Source: an optimization exercise on an open RTL-to-GDS flow (aim: small area, a short achievable clock period and few clock cycles per item). Production flows keep margins and buffers that such runs may drop. Where RTL was checked, it was by simulation tests only, not by an equivalence proof against the original.

Setup of JK:
==> flow/design.v (excerpt) <==
module k_nn #(
    parameter NUMBER_ELEMENTS = 6,
    parameter DATA_WIDTH = 32,
    parameter CLASS_WIDTH = 8
)(
    input  wire                     clk,
    input  wire                     rst,  
    output reg                      m_axis_tvalid,
    input  wire                     m_axis_tready,
    output wire [DATA_WIDTH-1:0]    m_axis_tdata,
    output reg                      m_axis_tlast,
    input  wire                     s_axis_tvalid,
    output wire                     s_axis_tready,
    input  wire [DATA_WIDTH-1:0]    s_axis_tdata,
    input  wire                     s_axis_tlast,
    output wire [DATA_WIDTH-1:0]    distance_result
);
    reg         sk_v;
    wire        en = !sk_v;
    wire        p_v;
    wire [16:0] p_d;
    reg  [5:0]  ko;           
    reg  [16:0] m_d, sk_d;
    reg         sk_l;
    wire        take     = en && p_v;
    wire        out_free = !m_axis_tvalid || m_axis_tready;
    wire        sk_v_n   = out_free ? 1'b0 : (sk_v || take);
    always @(posedge clk) begin
        if (!rst) begin
            m_axis_tvalid <= 1'b0;
            sk_v          <= 1'b0;
        end else begin
            if (out_free)
                m_axis_tvalid <= sk_v || take;
            sk_v <= sk_v_n;
        end
    end
    always @(posedge clk) begin
        if (take && !out_free) begin
            sk_d <= p_d;
            sk_l <= ko[5];
        end
        if (out_free) begin
            if (sk_v) begin
                m_d          <= sk_d;
                m_axis_tlast <= sk_l;
            end else if (take) begin
                m_d          <= p_d;
                m_axis_tlast <= ko[5];
            end
        end
    end
    assign m_axis_tdata = {{(DATA_WIDTH-17){1'b0}}, m_d};
    reg         busy;
    reg  [5:0]  kx;
    reg  [15:0] qx, qy;
    reg         s_rdy;
    wire        accept = s_axis_tvalid && s_rdy;
    reg         busy_n;
    reg  [5:0]  kx_n;
    always @(*) begin
        busy_n = busy;
        kx_n   = kx;
        if (accept) begin
            busy_n = 1'b1;
            kx_n   = 6'b000001;
        end else if (en && busy) begin
  ...
clock: 9.0 ns
lec_check: 0
abc_clock_period_in_ps: 2500
cap_margin: 20
core_margin: 2
core_utilization: 40
slew_margin: 20
standard.sh (not shown) runs the stock make flow with config.mk's settings and CLKGATE_MAP_FILE= SYNTH_SCRIPT=/design/flow/synth_recipe.tcl, a recipe that flattens the netlist after the stock synthesis.
==> flow/flow/run.sh <==
#!/bin/bash
# Standard ORFS layout (the standard.sh, unchanged synthesis), with the
# resizer's setup repair aimed below the 9 ns clock: repair_timing keeps
# working until setup slack reaches SETUP_SLACK_MARGIN.
set -euo pipefail
bash standard.sh SETUP_SLACK_MARGIN=${MARGIN:-5.9} finish > standard.log 2>&1
JK finished every stage and its layout cleared the timing, DRC and antenna checks.
Testbench counts of JK, summed over its fixed seeds: cycles 7,840, queries 1,280.
The following lists how MS was set up differently from JK:
# JK
export LEC_CHECK = 0
export ABC_CLOCK_PERIOD_IN_PS = 2500
export CAP_MARGIN = 20
export CORE_MARGIN = 2
export CORE_UTILIZATION = 40
export SLEW_MARGIN = 20
create_clock -name core_clock -period 9.0 [get_ports {clk}]
# MS
export LEC_CHECK = 0
export ABC_CLOCK_PERIOD_IN_PS = 1900
export CAP_MARGIN = 20
export CORE_MARGIN = 2
export CORE_UTILIZATION = 40
export SLEW_MARGIN = 20
create_clock -name core_clock -period 9.0 [get_ports {clk}]
--- a/flow/flow/run.sh
+++ b/flow/flow/run.sh
@@ -6 +6 @@
-bash standard.sh SETUP_SLACK_MARGIN=${MARGIN:-5.9} finish > standard.log 2>&1
+bash standard.sh SETUP_SLACK_MARGIN=${MARGIN:-6.2} finish > standard.log 2>&1
Findings:
The higher clock latency reported for the late side of the worst-skew pair came out of MS.
Summary of MS over JK: number of clock buffers in the layout now sits higher; number of cells on the worst hold path now sits at about the same level.
Looking at via count of the first global-routing pass, MS sits 789 above JK.
Critical path depth ended up 2 higher on MS than on JK.
There was hardly any difference in final clock period utilization by the worst path between JK and MS.
Per the comparison of MS with JK, cell count went up by 3.2%; routed via count went up by 1120.
Input changes introduced in AL (baseline for comparison: MS):
# MS
export LEC_CHECK = 0
export ABC_CLOCK_PERIOD_IN_PS = 1900
export CAP_MARGIN = 20
export CORE_MARGIN = 2
export CORE_UTILIZATION = 40
export SLEW_MARGIN = 20
create_clock -name core_clock -period 9.0 [get_ports {clk}]
# AL
export LEC_CHECK = 0
export ABC_CLOCK_PERIOD_IN_PS = 1900
export CAP_MARGIN = 20
export CORE_MARGIN = 2
export CORE_UTILIZATION = 40
export CTS_CLUSTER_DIAMETER = 120
export CTS_CLUSTER_SIZE = 26
export SLEW_MARGIN = 20
create_clock -name core_clock -period 9.0 [get_ports {clk}]
--- a/flow/flow/run.sh
+++ b/flow/flow/run.sh
@@ -6 +6 @@
-bash standard.sh SETUP_SLACK_MARGIN=${MARGIN:-6.2} finish > standard.log 2>&1
+bash standard.sh SETUP_SLACK_MARGIN=${MARGIN:-6.05} finish > standard.log 2>&1
The layout-stage area growth over the synthesis result number comes out higher for MS vs AL. Relative to MS, the worst-case clock skew of AL is lower by 0.047 ns. MS and AL ended up with roughly the same maximum frequency. Lower number of antenna violations at the first check in global routing was reported by MS, not AL. MS has a higher total stage count of the critical path than AL. Setup slack: AL more than MS. Looking at register share of the cell area, AL sits 3.6 points above MS.
Relative to AL, the following input files were edited for TR:
# AL
export LEC_CHECK = 0
export ABC_CLOCK_PERIOD_IN_PS = 1900
export CAP_MARGIN = 20
export CORE_MARGIN = 2
export CORE_UTILIZATION = 40
export CTS_CLUSTER_DIAMETER = 120
export CTS_CLUSTER_SIZE = 26
export SLEW_MARGIN = 20
create_clock -name core_clock -period 9.0 [get_ports {clk}]
# TR
export LEC_CHECK = 0
export ABC_CLOCK_PERIOD_IN_PS = 1900
export CAP_MARGIN = 20
export CORE_MARGIN = 2
export CORE_UTILIZATION = 60
export PLACE_DENSITY = 0.75
export SLEW_MARGIN = 20
create_clock -name core_clock -period 9.0 [get_ports {clk}]
--- a/flow/flow/run.sh
+++ b/flow/flow/run.sh
@@ -6 +6 @@
-bash standard.sh SETUP_SLACK_MARGIN=${MARGIN:-6.05} finish > standard.log 2>&1
+bash standard.sh SETUP_SLACK_MARGIN=${MARGIN:-5.9} finish > standard.log 2>&1
- Across AL and TR, the outcome is the same: a clean finish for every run.
- Measured against each other, AL and TR differ in data arrival time of the worst path, the higher figure coming from TR.
- Relative to AL, worst-case setup margin in the final layout has decreased by 0.025 ns in TR.
- Comparing AL and TR, the lower routability congestion estimate from global placement was measured on AL.
- Taking AL as the reference, in TR area taken by multi-input logic gates lost 260 µm²; minimum period implied by the final worst setup slack went up by 0.025 ns.

========
## the reference run
Another version of the RTL of k_nn (not shown whole).
Size: roughly 3,500 cells after synthesis, roughly 100 I/O pins, roughly 45,000 sq um of cells after synthesis.
==> flow/config.mk <==
export PLATFORM = sky130hd
export DESIGN_NAME = k_nn
export DESIGN_NICKNAME = k_nn
export VERILOG_FILES = /design/flow/design.v
export SDC_FILE = /design/flow/constraint.sdc
export NUM_CORES = 4
export LEC_CHECK = 0
export ABC_CLOCK_PERIOD_IN_PS = 1900
export CAP_MARGIN = 20
export CORE_MARGIN = 2
export CORE_UTILIZATION = 40
export SETUP_SLACK_MARGIN = 5
export SLEW_MARGIN = 20
==> flow/constraint.sdc <==
create_clock -name core_clock -period 9.0 [get_ports {clk}]
set_input_delay 1.8000 -clock core_clock [delete_from_list [all_inputs] [get_ports {clk}]]
set_output_delay 1.8000 -clock core_clock [all_outputs]
set_load 0.01 [all_outputs]
run.sh (not shown) runs the stock make flow with config.mk's settings and CLKGATE_MAP_FILE= SYNTH_SCRIPT=/design/flow/synth_recipe.tcl, a recipe that flattens the netlist after the stock synthesis.
Stock flow here: none of the scripts above is used.
The reference run completed every stage of the flow, and the final layout passed the timing, DRC and antenna checks.
Input-level comparison between the trial run and the reference run:
Settings: SETUP_SLACK_MARGIN removed (was 5).
## What came out
| final design instance area without fill | the reference run vs the trial run | ≈ equal |. Compared with the reference run, the trial run shows routability congestion estimate from global placement higher by about 1.2%. Endpoint of the worst setup timing path = m_axis_tdata[1]: the reference run; endpoint of the worst setup timing path = s_axis_tready: the trial run. Changes observed in the trial run relative to the reference run: transition time of the tightest slew-check pin increased 39 ps; utilization essentially unchanged; setup slack decreased 870 ps; share of cell area taken by multi-input logic gates decreased 0.19 points. Compare the trial run and the reference run | part of the cycle the worst path needs lower: the reference run. Between the reference run and the trial run, the met2 usage in global routing figures differ only marginally. There was hardly any difference in area growth from synthesis to final layout between the reference run and the trial run.
Function was not checked in any run of this note: the RTL went through the layout flow alone.

## static timing again, ports no longer ideal
The results above use ideal ports. As a check the final layouts listed here were re-extracted and re-timed, cells and wires unchanged.
Step 1: set_driving_cell puts a clkbuf_16 on clk and a buf_2 on each other input, an assumption about the parent block.
Step 2 adds t to the input delays and takes it off the output delays; t is the mean of the earliest and latest rising clock arrival at the registers after step 1. Input paths then give back, and output paths get back, about the clock's delay inside the block.
Slacks: ideal / step 1 / step 2; pairs: ideal / step 1.
| run | t (ns) | slack for setup (ns) | worst slew at a driven data input, ns |
|---|---|---|---|
| JK | 0.704 | 5.886 / 5.886 / 5.388 | 0.04 |
| MS | 0.727 | 5.886 / 5.880 / 5.642 | 0.04 |
| AL | 0.674 | 5.895 / 5.895 / 5.657 | 0.04 |
| TR | 0.702 | 5.871 / 5.871 / 5.390 | 0.03 |
| the reference run | 0.715 | 5.186 / 5.116 / 5.206 | 0.06 |
| the trial run | 0.715 | 4.321 / 4.254 / 4.535 | 0.07 |
After both steps setup and hold are still met in every run listed. The setup slack of JK, which loses most, moves by 0.000 ns with the drivers and by -0.498 ns with both steps.
